Background: an optimization exercise with open tools, aiming at small area. Do not read the settings as production practice. At most, simulation tests tie the RTL to the original design; equivalence was not proved.

Setup of the previous run:
// tv80s
module tv80s
#(
    parameter Mode    = 0,   
    parameter T2Write = 1,   
    parameter IOWait  = 1    
)
(
    input         reset_n, 
    input         clk, 
    input         cen,       
    input         wait_n, 
    input         int_n, 
    input         nmi_n, 
    input         busrq_n, 
    output        busak_n, 
    output        m1_n, 
    output        mreq_n, 
    output        iorq_n, 
    output        rd_n, 
    output        wr_n, 
    output        rfsh_n, 
    output        halt_n, 
    output [15:0] A, 
    input  [7:0]  di,
    output [7:0]  dout
);
export LEC_CHECK = 0
export CAP_MARGIN = 5
export CORE_MARGIN = 2
export CORE_UTILIZATION = 40
export SLEW_MARGIN = 5
create_clock -name core_clock -period 10.0 [get_ports {clk}]
standard.sh (not shown) runs the stock make flow with config.mk's settings and CLKGATE_MAP_FILE= SYNTH_SCRIPT=/design/flow/synth_recipe.tcl, a recipe that flattens the netlist after the stock synthesis.
==> flow/flow/run.sh <==
#!/bin/bash
# ORFS flow (the standard.sh) with:
#  - an area-oriented ABC script (deepsyn + area-recovering mapping) in place
#    of ORFS's speed script; OpenROAD repairs timing as usual afterwards,
#  - no extraction of adders into half/full-adder cells before ABC, so that
#    ABC optimizes the arithmetic together with the rest of the logic,
#  - the buffers that timing-driven global placement inserts removed again
#    right after it (repair_design / repair_timing add back what is needed),
#    with a 0.15 ns setup margin for repair_timing, and a slightly
#    pessimistic wire RC for the repair after global routing,
#  - CTS without dummy loads, with clkbuf_8 leaf buffers,
#  - port buffers from the smallest buffer cell,
set -euo pipefail
rm -rf scripts_local
cp -r "$FLOW_HOME/scripts" scripts_local
cp flow/abc_map.script scripts_local/abc_speed.script
bash standard.sh SCRIPTS_DIR="$PWD/scripts_local" ADDER_MAP_FILE= \
  "CTS_ARGS=-sink_clustering_enable -repair_clock_nets -dont_use_dummy_load -sink_clustering_size 16 -sink_clustering_max_diameter 60 -buf_list sky130_fd_sc_hd__clkbuf_8 -root_buf sky130_fd_sc_hd__clkbuf_16" \
  "BUFFER_PORTS_ARGS=-buffer_cell sky130_fd_sc_hd__buf_1" \
  PLACE_DENSITY=0.75 \
  POST_GLOBAL_PLACE_TCL="$PWD/flow/post_gpl.tcl" \
  SETUP_SLACK_MARGIN=0.15 \
  PRE_GLOBAL_ROUTE_TCL="$PWD/flow/pre_grt.tcl" \
  finish > standard.log 2>&1
Other scripts of this flow, unchanged in this note and not shown: flow/flow/abc_map.script, flow/flow/post_gpl.tcl, flow/flow/pre_grt.tcl
Changes in the current run relative to the previous run:
diff --git a/flow/design.v b/flow/design.v
--- a/flow/design.v
+++ b/flow/design.v
@@ -2808,16 +2808,23 @@
                      ({8{a_c}}   & RegBusC[7:0])   |
                      ({8{s_nmi}} & 8'h66)          |
                      ({8{a_pc}}  & PC[7:0])        |
                      ({8{a_io}}  & DI_Reg)         |
                      ({8{a_sp}}  & SP[7:0])        |
                      ({8{a_inc}} & TmpAddr_inc[7:0]);
     end
-  assign RegSelC = (T_Res & a_c) |
-                   (LDSPHL & ~(mcycle[0] & (tstate[1] | tstate[2] | tstate[3]))) |
+  reg a_c_r, ldsphl_r;
+  always @ (posedge clk)
+    if (ClkEn)
+      begin
+        a_c_r    <= a_c;
+        ldsphl_r <= LDSPHL;
+      end
+  assign RegSelC = (a_c_r & ~(tstate[2] | (tstate[3] & mcycle[0]))) |
+                   (ldsphl_r & ~(mcycle[0] & (tstate[1] | tstate[2] | tstate[3]))) |
                    (tstate[3] & mcycle[5]);
   always @ (posedge clk or negedge reset_n)
     begin
       if (reset_n == 1'b0 ) 
         begin
           PC <= 0;   
           A <= 0;
### Flow results
Delta (the current run minus the previous run): total CTS buffers fell by about 5.4%; cell count fell by 37; multi-input combinational cell area fell by 520 um^2.
Changes observed in the current run relative to the previous run: HPWL after detailed placement saw an increase; global-route usage +0.40 points; time the worst path needs with I/O delays and setup picked up an extra 0.020 ns; starting utilization of the core area flat.
More vias were needed by the previous run than by the current run.
The floorplan die width of the previous run and that of the current run are within noise of each other.
The current run ends up with a routed wire length that is 580 um higher than in the previous run.
No functional check of the RTL was part of the previous run.

---

Another version of the RTL of tv80s (not shown whole).
For scale: ~340 flip-flops, roughly 47 I/O pins.
## tv80s
module tv80s
#(
    parameter Mode    = 0,   
    parameter T2Write = 1,   
    parameter IOWait  = 1    
)
(
    input         reset_n, 
    input         clk, 
    input         cen,       
    input         wait_n, 
    input         int_n, 
    input         nmi_n, 
    input         busrq_n, 
    output        busak_n, 
    output        m1_n, 
    output        mreq_n, 
    output        iorq_n, 
    output        rd_n, 
    output        wr_n, 
    output        rfsh_n, 
    output        halt_n, 
    output [15:0] A, 
    input  [7:0]  di,
    output [7:0]  dout
);
Settings: LEC_CHECK=0, CAP_MARGIN=20, CORE_MARGIN=2, CORE_UTILIZATION=40, SLEW_MARGIN=20; clock period 10.0 ns.
==> flow/flow/run.sh <==
#!/bin/bash
# ORFS flow (the standard.sh) with:
#  - an area-oriented ABC script (deepsyn + area-recovering mapping) in place
#    of ORFS's speed script; OpenROAD repairs timing as usual afterwards,
#  - CTS without dummy loads and with larger sink clusters,
#  - port buffers from the smallest buffer cell,
#  - a higher placement density.
set -euo pipefail
rm -rf scripts_local
cp -r "$FLOW_HOME/scripts" scripts_local
cp flow/abc_map.script scripts_local/abc_speed.script
bash standard.sh SCRIPTS_DIR="$PWD/scripts_local" \
  "CTS_ARGS=-sink_clustering_enable -repair_clock_nets -dont_use_dummy_load -sink_clustering_size 24 -sink_clustering_max_diameter 80" \
  "BUFFER_PORTS_ARGS=-buffer_cell sky130_fd_sc_hd__buf_1" \
  PLACE_DENSITY=0.75 \
  finish > standard.log 2>&1
==> flow/flow/abc_map.script <==
&get -n
&st
&deepsyn -J 20
&dch
&nf -R 1000
&put
topo
stime -c
The first run passed the timing, DRC and antenna checks.
Edit:
--- a/flow/design.v
+++ b/flow/design.v
@@ -2770,17 +2770,17 @@
       a_c   = s_jxy | (s_def & (((Set_Addr_To == aXY) & (XY_State == 2'b00)) |
                                  (Set_Addr_To == aBC) | (Set_Addr_To == aDE)));
       a_t   = s_call | (s_def & (Set_Addr_To == aXY) & (XY_State != 2'b00) & ~NextIs_XY_Fetch);
       a_pc  = s_def & (((Set_Addr_To == aXY) & (XY_State != 2'b00) & NextIs_XY_Fetch) |
                        (Set_Addr_To == 3'b011) | (Set_Addr_To == aNone));
       a_io  = s_def & (Set_Addr_To == aIOA);
       a_sp  = s_def & (Set_Addr_To == aSP);
       a_inc = s_def & (Set_Addr_To == aZI) & Inc_WZ;
-      TmpAddr_inc = PC16;    
+      TmpAddr_inc = incdec16(TmpAddr, 1'b0);
       A_next[15:8] = ({8{a_dt}}  & DI_Reg)         |
                      ({8{a_c}}   & RegBusC[15:8])  |
                      ({8{a_t}}   & TmpAddr[15:8])  |
                      ({8{s_im2}} & I)              |
                      ({8{a_pc}}  & PC[15:8])       |
                      ({8{a_io}}  & ACC)            |
                      ({8{a_sp}}  & SP[15:8])       |
                      ({8{a_inc}} & TmpAddr_inc[15:8]);
@@ -3473,37 +3473,35 @@
                 begin
                   m1_n <= 1'b0;
                 end
             end
         end
     end
   always @*
     begin
-      if (T_Res)
-        PC16_B = 8'h01;
-      else if (JumpE == 1'b1)
+      if (JumpE == 1'b1)
         PC16_B = DI_Reg;
       else if (BTR_r == 1'b1)
         PC16_B = 8'hFE;            
       else
         PC16_B = 8'h01;
-      PC16 = add16s8(T_Res ? TmpAddr : PC, PC16_B);
-      if (tstate[3] & mcycle[5])
+      if (tstate[3])
         begin
-          SP16_A = RegBusA;
+          SP16_A = RegBusC;
           SP16_B = DI_Reg;
         end
       else
         begin
-          SP16_A = (IncDec_16[1:0] == 2'b11) ? SP : RegBusA;
+          SP16_A = SP;
           SP16_B = IncDec_16[3] ? 8'hFF : 8'h01;
         end
+      ID16 = incdec16(RegBusA, IncDec_16[3]);
+      PC16 = add16s8(PC, PC16_B);
       SP16 = add16s8(SP16_A, SP16_B);
-      ID16 = SP16;
     end  
   always @*
     begin
       Auto_Wait = 1'b0;
       if (IntCycle == 1'b1 || NMICycle == 1'b1 ) 
         begin
           if (mcycle[0] ) 
             begin
Effect: Via count went up by 2.5%; routed wire length went up by 9.8%; clock-buffer cell count went down by 2; synthesized area went up by 2.2%; fmax went up by 0.83%.
No run of this note included a check of the RTL's function; only the layout flow was run.

==> port drivers added, routing unchanged <==
The results above use ideal ports. As a check the final layouts listed here were re-extracted and re-timed, cells and wires unchanged.
Step 1 assumes that a clkbuf_16 drives the clock port and a buf_2 every other input.
Step 2 times the ports against the registers' clock, not the clock port: input delays grow and output delays shrink by t, the midpoint of the rising clock arrivals with the driver on.
Slacks: ideal ports / drivers / drivers and shift; pairs: ideal ports / drivers.
| run | t (ns) | setup WS [ns] | worst setup path at the end | latest minus earliest clock arrival (ns) | cell pins on the clock port's net |
|---|---|---|---|---|---|
| the previous run | 0.586 | 0.670 / 0.670 / 0.670 | register to register | 0.071 / 0.070 | 1 |
| the current run | 0.586 | 0.650 / 0.649 / 0.649 | register to register | 0.081 / 0.081 | 1 |
| the first run of note 2 | 0.647 | 0.544 / 0.544 / 0.544 | register to register | 0.104 / 0.104 | 1 |
| the second run of note 2 | 0.642 | 0.623 / 0.623 / 0.623 | register to register | 0.119 / 0.118 | 1 |
After both steps setup and hold are still met in every run listed. For the current run, which loses most, drivers alone change the setup slack by -0.001 ns; drivers and shift together by -0.001 ns.
